This is an optimization exercise on Yosys and OpenROAD, whose aim is small area, not a production implementation. In this exercise RTL edits were held to simulation tests only and were not proved equivalent to the original. Power and IR drop assume default switching activity.

== job 101 ==
// top
module top (
    input clk,
    input mode,
    input song,
    input plus,
    input minus,
    input rst,
    input set,
    input refer,
    input player1,
    input player2,
    output reg [8:0] rope,
    output reg [1:0] sel,
    output reg [1:0] ledr,
    output reg [1:0] ledg,
    output [1:0] ledb,
    output [3:0] ledop,
    output [7:0] segdata1,
    output [7:0] segdata0,
    output [7:0] seg,
    output [7:0] sel8,
    output reg ledplayer1,
    output reg ledplayer2,
    output reg buzzer,
    output reg round_indicator_1,
    output reg round_indicator_2
);
==> flow/config.mk <==
export PLATFORM = sky130hd
export DESIGN_NAME = top
export DESIGN_NICKNAME = top
export VERILOG_FILES = /design/flow/design.v
export SDC_FILE = /design/flow/constraint.sdc
export NUM_CORES = 4
export LEC_CHECK = 0
export ABC_AREA = 1
export ABC_CLOCK_PERIOD_IN_PS = 1000000
export CAP_MARGIN = 20
export CORE_MARGIN = 2
export CORE_UTILIZATION = 40
export CTS_CLUSTER_DIAMETER = 100
export CTS_CLUSTER_SIZE = 25
export PLACE_DENSITY = 0.6
export SLEW_MARGIN = 20
==> flow/constraint.sdc <==
create_clock -name core_clock -period 10.0 [get_ports {clk}]
set_input_delay 2.0000 -clock core_clock [delete_from_list [all_inputs] [get_ports {clk}]]
set_output_delay 2.0000 -clock core_clock [all_outputs]
set_load 0.01 [all_outputs]
standard.sh (not shown) runs the stock make flow with config.mk's settings and CLKGATE_MAP_FILE= SYNTH_SCRIPT=/design/flow/synth_recipe.tcl, a recipe that flattens the netlist after the stock synthesis.
==> flow/flow/run.sh <==
#!/bin/bash
# The standard layout (the standard.sh, unchanged synthesis) with two CTS
# and placement options: the port buffers are sky130_fd_sc_hd__buf_1 cells,
# and clock tree synthesis inserts no dummy loads. Each tool's output is kept
# in a log file here.
set -euo pipefail
export BUFFER_PORTS_ARGS="-buffer_cell sky130_fd_sc_hd__buf_1"
export CTS_ARGS="-sink_clustering_enable -repair_clock_nets -sink_clustering_size 25 -sink_clustering_max_diameter 100 -dont_use_dummy_load"
bash ./standard.sh > standard.log 2>&1
Inputs modified between job 101 and job 102:
--- a/flow/design.v
+++ b/flow/design.v
@@ -463,16 +463,20 @@
     else if (st_cd) buzzer_cnt_1Hz <= b1_6000 ? 13'd0 : b1_next;
 end
 wire ns_over = (next_state == gameover);
 always @(posedge clk)
 begin
     case (current_state)
-    time_set:
-        p1 <= ((set_pulse || plus_pulse || minus_pulse || buzzerflag) && beep_go) ? p1_next : 15'd0;
-    round_set:
-        p1 <= ((plus_pulse || minus_pulse || buzzerflag) && beep_go) ? p1_next : 15'd0;
+    time_set: begin
+        if (set_pulse || plus_pulse || minus_pulse || buzzerflag)
+            p1 <= beep_go ? p1_next : 15'd0;
+    end
+    round_set: begin
+        if (plus_pulse || minus_pulse || buzzerflag)
+            p1 <= beep_go ? p1_next : 15'd0;
+    end
     finish_setting:
         p1 <= (beep_go && buzzerflag && next_state != counting_down) ? p1_next : 15'd0;
     counting_down:
         p1 <= (p1_12000 || ns_over) ? 15'd0 : p1_next;
     check:
         p1 <= (next_state != check || (p1_1500 && buzzer_gameover_8 < 4'd8)) ? 15'd0 : p1_next;
[summary]
As far as clock transition at the register clock pins on the worst setup and hold paths after CTS is concerned, job 102 and job 101 perform about the same. Compared with job 101, job 102 ends up with more cell area. Looking at non-clock buffer count, job 102 sits 3 below job 101. Fraction of the mapped netlist area in compound gates ended up 0.20 points lower on job 102 than on job 101. Relative to job 101, number of fill cells has increased by 2.4% in job 102. Compared with job 101, job 102 shows a lower part of the cycle the worst path needs. Lower detailed route wirelength on metal2 among job 101 and job 102: job 101. Comparing job 101 and job 102, the lower synthesized instance count was measured on job 101. Comparing job 101 and job 102, final cell count is lower on job 101. Looking at worst setup slack, job 102 sits 0.046 ns above job 101. | total number of placement rows | job 102 vs job 101 | about 1.3% higher |.

---

Another version of the RTL of top (not shown whole).
Size: ~2200 cells after synthesis, ~17000 um^2 of cells after synthesis.
==> module playsongs, before the edit <==
module playsongs(
    input clk,
    input rst,
    input song,
    output reg buzzer
);
reg [7:0] hcnt;      
reg       ph;        
reg [4:0] cnt1;      
reg [6:0] cnt2;      
reg [1:0] flag;      
reg [2:0] note;      
reg [7:0] hlast;     
reg [7:0] hlast2;    
reg [4:0] cishu;
reg [4:0] cishu_div;
reg [6:0] last;      
always @(*) begin
    case (flag)
        2'd0: case (cnt2)
            7'd0: note = 3'd3;
            7'd1: note = 3'd3;
            7'd2: note = 3'd4;
            7'd3: note = 3'd5;
            7'd4: note = 3'd5;
            7'd5: note = 3'd4;
            7'd6: note = 3'd3;
            7'd7: note = 3'd2;
            7'd8: note = 3'd1;
            7'd9: note = 3'd1;
            7'd10: note = 3'd2;
            7'd11: note = 3'd3;
            7'd12: note = 3'd3;
            7'd13: note = 3'd2;
            7'd14: note = 3'd2;
            7'd16: note = 3'd3;
            7'd17: note = 3'd3;
            7'd18: note = 3'd4;
            7'd19: note = 3'd5;
            7'd20: note = 3'd5;
            7'd21: note = 3'd4;
            7'd22: note = 3'd3;
            7'd23: note = 3'd2;
            7'd24: note = 3'd1;
            7'd25: note = 3'd1;
            7'd26: note = 3'd2;
            7'd27: note = 3'd3;
            7'd28: note = 3'd2;
            7'd29: note = 3'd1;
            7'd30: note = 3'd1;
            7'd32: note = 3'd2;
            7'd33: note = 3'd2;
            7'd34: note = 3'd3;
            7'd35: note = 3'd1;
            7'd36: note = 3'd2;
            7'd37: note = 3'd3;
            7'd38: note = 3'd4;
            7'd39: note = 3'd3;
            7'd40: note = 3'd1;
            7'd41: note = 3'd2;
            7'd42: note = 3'd3;
            7'd43: note = 3'd4;
            7'd44: note = 3'd3;
            7'd45: note = 3'd2;
            7'd46: note = 3'd1;
            7'd47: note = 3'd2;
            7'd48: note = 3'd5;
            7'd50: note = 3'd3;
            7'd51: note = 3'd3;
            7'd52: note = 3'd4;
            7'd53: note = 3'd5;
            7'd54: note = 3'd5;
            7'd55: note = 3'd4;
            7'd56: note = 3'd3;
            7'd57: note = 3'd2;
            7'd58: note = 3'd1;
            7'd59: note = 3'd1;
            7'd60: note = 3'd2;
            7'd61: note = 3'd3;
            7'd62: note = 3'd2;
            7'd63: note = 3'd1;
            7'd64: note = 3'd1;
            default: note = 3'd0;
        endcase
        2'd1: case (cnt2)
            7'd0: note = 3'd1;
            7'd1: note = 3'd1;
            7'd2: note = 3'd5;
            7'd3: note = 3'd5;
            7'd4: note = 3'd6;
            7'd5: note = 3'd6;
            7'd6: note = 3'd5;
            7'd8: note = 3'd4;
            7'd9: note = 3'd4;
            7'd10: note = 3'd3;
            7'd11: note = 3'd3;
            7'd12: note = 3'd2;
            7'd13: note = 3'd2;
            7'd14: note = 3'd1;
            7'd16: note = 3'd5;
            7'd17: note = 3'd5;
            7'd18: note = 3'd4;
            7'd19: note = 3'd4;
            7'd20: note = 3'd3;
            7'd21: note = 3'd3;
            7'd22: note = 3'd2;
            7'd24: note = 3'd5;
            7'd25: note = 3'd5;
            7'd26: note = 3'd4;
            7'd27: note = 3'd4;
            7'd28: note = 3'd3;
            7'd29: note = 3'd3;
            7'd30: note = 3'd2;
            7'd32: note = 3'd1;
            7'd33: note = 3'd1;
            7'd34: note = 3'd5;
            7'd35: note = 3'd5;
            7'd36: note = 3'd6;
            7'd37: note = 3'd6;
            7'd38: note = 3'd5;
            7'd40: note = 3'd4;
            7'd41: note = 3'd4;
            7'd42: note = 3'd3;
            7'd43: note = 3'd3;
            7'd44: note = 3'd2;
            7'd45: note = 3'd2;
            7'd46: note = 3'd1;
            default: note = 3'd0;
        endcase
        2'd2: case (cnt2)
            7'd0: note = 3'd1;
            7'd1: note = 3'd2;
            7'd2: note = 3'd3;
            7'd3: note = 3'd1;
            7'd4: note = 3'd1;
            7'd5: note = 3'd2;
            7'd6: note = 3'd3;
            7'd7: note = 3'd1;
            7'd8: note = 3'd3;
            7'd9: note = 3'd4;
            7'd10: note = 3'd5;
            7'd12: note = 3'd3;
            7'd13: note = 3'd4;
            7'd14: note = 3'd5;
            7'd16: note = 3'd5;
            7'd17: note = 3'd6;
            7'd18: note = 3'd5;
            7'd19: note = 3'd4;
            7'd20: note = 3'd3;
            7'd21: note = 3'd1;
            7'd22: note = 3'd5;
            7'd23: note = 3'd6;
            7'd24: note = 3'd5;
            7'd25: note = 3'd4;
            7'd26: note = 3'd3;
            7'd27: note = 3'd1;
            7'd28: note = 3'd2;
            7'd29: note = 3'd5;
            7'd30: note = 3'd1;
            7'd32: note = 3'd2;
            7'd33: note = 3'd5;
            7'd34: note = 3'd1;
            default: note = 3'd0;
        endcase        default: note = 3'd0;
    endcase
end
always @(*) begin
    case (note)
        3'd0: begin hlast = 8'hcf; hlast2 = 8'hcf; cishu = 5'd11; cishu_div = 5'd8; end
        3'd1: begin hlast = 8'h15; hlast2 = 8'h15; cishu = 5'd13; cishu_div = 5'd10; end
        3'd2: begin hlast = 8'h59; hlast2 = 8'h59; cishu = 5'd14; cishu_div = 5'd11; end
        3'd3: begin hlast = 8'h11; hlast2 = 8'h11; cishu = 5'd16; cishu_div = 5'd12; end
        3'd4: begin hlast = 8'hb5; hlast2 = 8'h6a; cishu = 5'd17; cishu_div = 5'd13; end
        3'd5: begin hlast = 8'h3a; hlast2 = 8'h3a; cishu = 5'd19; cishu_div = 5'd15; end
        3'd6: begin hlast = 8'h9c; hlast2 = 8'h9c; cishu = 5'd22; cishu_div = 5'd17; end
        default: begin hlast = 8'h17; hlast2 = 8'h2e; cishu = 5'd24; cishu_div = 5'd19; end
    endcase
    case (flag)
        2'd0: last = 7'd65;
        2'd1: last = 7'd47;
        2'd2: last = 7'd35;
        default: last = 7'd0;
    endcase
end
wire hend = (hcnt == (ph ? hlast2 : hlast));    
wire end0 = ph & hend;                           
wire end1 = (cnt1 == cishu);
always @(posedge clk or negedge rst)
begin
    if (!rst) begin
        flag   <= 2'b00;
        hcnt   <= 0;
        ph     <= 1'b0;
        cnt1   <= 0;
        cnt2   <= 0;
        buzzer <= 1'b0;
    end
    else begin
        if (song) flag <= flag + 1'b1;
        if (flag == 2'b11 || song) begin
            hcnt <= 0;
            ph   <= 1'b0;
            cnt1 <= 0;
            cnt2 <= 0;
        end
        else begin
            if (hend) hcnt <= 0;
            else              hcnt <= {hcnt[6:0], ~(hcnt[7] ^ hcnt[5] ^ hcnt[4] ^ hcnt[3])};
            if (hend) ph <= ~ph;
            if (end0) begin
                if (end1) cnt1 <= 0;
                else      cnt1 <= cnt1 + 1'b1;
            end
            if (end0 && end1) begin
                if (cnt2 == last) cnt2 <= 0;
                else              cnt2 <= cnt2 + 1'b1;
            end
        end
        buzzer <= (note != 3'd0) && (cnt1 < cishu_div) && ph;
    end
end
endmodule
==> flow/config.mk <==
export PLATFORM = sky130hd
export DESIGN_NAME = top
export DESIGN_NICKNAME = top
export VERILOG_FILES = /design/flow/design.v
export SDC_FILE = /design/flow/constraint.sdc
export NUM_CORES = 4
export LEC_CHECK = 0
export ABC_AREA = 1
export ABC_CLOCK_PERIOD_IN_PS = 1000000
export CAP_MARGIN = 20
export CORE_MARGIN = 2
export CORE_UTILIZATION = 40
export CTS_CLUSTER_DIAMETER = 100
export CTS_CLUSTER_SIZE = 25
export PLACE_DENSITY = 0.6
export SLEW_MARGIN = 20
==> flow/constraint.sdc <==
create_clock -name core_clock -period 10.0 [get_ports {clk}]
set_input_delay 2.0000 -clock core_clock [delete_from_list [all_inputs] [get_ports {clk}]]
set_output_delay 2.0000 -clock core_clock [all_outputs]
set_load 0.01 [all_outputs]
==> flow/flow/run.sh <==
#!/bin/bash
# The standard layout (the standard.sh, unchanged synthesis) with three
# changes: after synthesis every combinational cell gets the smallest drive
# strength of its function (flow/downsize.tcl; placement's repair step sizes
# up again where needed), the port buffers are sky130_fd_sc_hd__buf_1 cells,
# and clock tree synthesis inserts no dummy loads. Each tool's output is kept
# in a log file here.
set -euo pipefail
export BUFFER_PORTS_ARGS="-buffer_cell sky130_fd_sc_hd__buf_1"
export CTS_ARGS="-sink_clustering_enable -repair_clock_nets -sink_clustering_size 25 -sink_clustering_max_diameter 100 -dont_use_dummy_load"
bash ./standard.sh synth > standard_synth.log 2>&1
DOWNSIZE_DIR="$(pwd)/orfs/results/sky130hd/top/base" openroad -no_init -exit flow/downsize.tcl > downsize.log 2>&1
bash ./standard.sh > standard.log 2>&1
==> flow/flow/downsize.tcl <==
# Give every combinational cell of the synthesized netlist the smallest drive
# strength of its function (drive _1, else _0). Flip-flops, clock cells and
# the platform's low-power cells are left alone. Placement's repair step
# upsizes or buffers again wherever slew or capacitance needs it.
set results $::env(DOWNSIZE_DIR)
read_db $results/1_synth.odb
set db [ord::get_db]
set block [ord::get_db_block]
set swapped 0
foreach inst [$block getInsts] {
  set m [[$inst getMaster] getName]
  if {![regexp {^sky130_fd_sc_hd__(.+)_([0-9]+)$} $m -> f d]} { continue }
  if {$d <= 1} { continue }
  if {[regexp {^(df|edf|sdf|sedf|dl|clk|conb|tap|fill|decap|diode|lpflow|probe|ebuf|einv)} $f]} { continue }
  foreach s {1 0} {
    set nm [$db findMaster sky130_fd_sc_hd__${f}_$s]
    if {$nm ne "NULL" && $nm ne ""} {
      $inst swapMaster $nm
      incr swapped
      break
    }
  }
}
puts "downsize: swapped $swapped instances"
write_db $results/1_synth.odb
The baseline produced a clean layout.
Rerun with:
--- a/flow/design.v
+++ b/flow/design.v
@@ -675,8 +675,9 @@
     output reg buzzer
 );
 reg [7:0] hcnt;      
 reg       ph;        
+reg       on;        
 reg [4:0] cnt1;      
 reg [6:0] cnt2;      
 reg [1:0] flag;      
 reg [2:0] note;      
@@ -860,8 +861,9 @@
     if (!rst) begin
         flag   <= 2'b00;
         hcnt   <= 0;
         ph     <= 1'b0;
+        on     <= 1'b1;
         cnt1   <= 0;
         cnt2   <= 0;
         buzzer <= 1'b0;
     end
@@ -869,8 +871,9 @@
         if (song) flag <= flag + 1'b1;
         if (flag == 2'b11 || song) begin
             hcnt <= 0;
             ph   <= 1'b0;
+            on   <= 1'b1;
             cnt1 <= 0;
             cnt2 <= 0;
         end
         else begin
@@ -879,14 +882,16 @@
             if (hend) ph <= ~ph;
             if (end0) begin
                 if (end1) cnt1 <= 0;
                 else      cnt1 <= cnt1 + 1'b1;
+                if (end1) on <= 1'b1;
+                else if (cnt1 == cishu_div - 1'b1) on <= 1'b0;
             end
             if (end0 && end1) begin
                 if (cnt2 == last) cnt2 <= 0;
                 else              cnt2 <= cnt2 + 1'b1;
             end
         end
-        buzzer <= (note != 3'd0) && (cnt1 < cishu_div) && ph;
+        buzzer <= (note != 3'd0) && on && ph;
     end
 end
 endmodule
Effect:
- The changed run finished clean
- via count hardly moves
- setup slack degrades by 0.14 ns
- die area came out higher by about 0.4%
- synthesized area came out higher by about 0.4%
- design area came out higher by about 0.47%
- power hardly moves
- non-clock buffer count came out higher by 2
- worst hold slack degrades by 0.047 ns
- critical path depth came out higher by 3
- global-route usage came out lower by 0.12 points
- routed wire length stays flat
- synthesized cell count stays the same

## port drivers added, routing unchanged
Ports are ideal in the flow. The routed layouts listed here were re-timed in OpenROAD. Step 1, drivers: a clkbuf_16 drives clk and a buf_2 each remaining input, both assumed. Step 2 also shifts input and output timing later by t, the mid clock arrival at the registers, as if the neighbouring blocks saw the same clock. a / b / c = ideal / step 1 / step 2; a / b = the first two.
run | shift t [ns] | slack for setup (ns) | worst setup path at the end | worst slew at a driven data input, ns
job 101 | 0.548 | 5.876 / 5.825 / 6.373 | register to output | 0.04
job 102 | 0.563 | 5.921 / 5.865 / 6.428 | register to output | 0.03
the first run of note 2 | 0.564 | 5.731 / 5.731 / 5.731 | register to register | 0.06
the second run of note 2 | 0.546 | 5.593 / 5.593 / 5.593 | register to register | 0.06
After both steps every run listed still meets setup and hold.
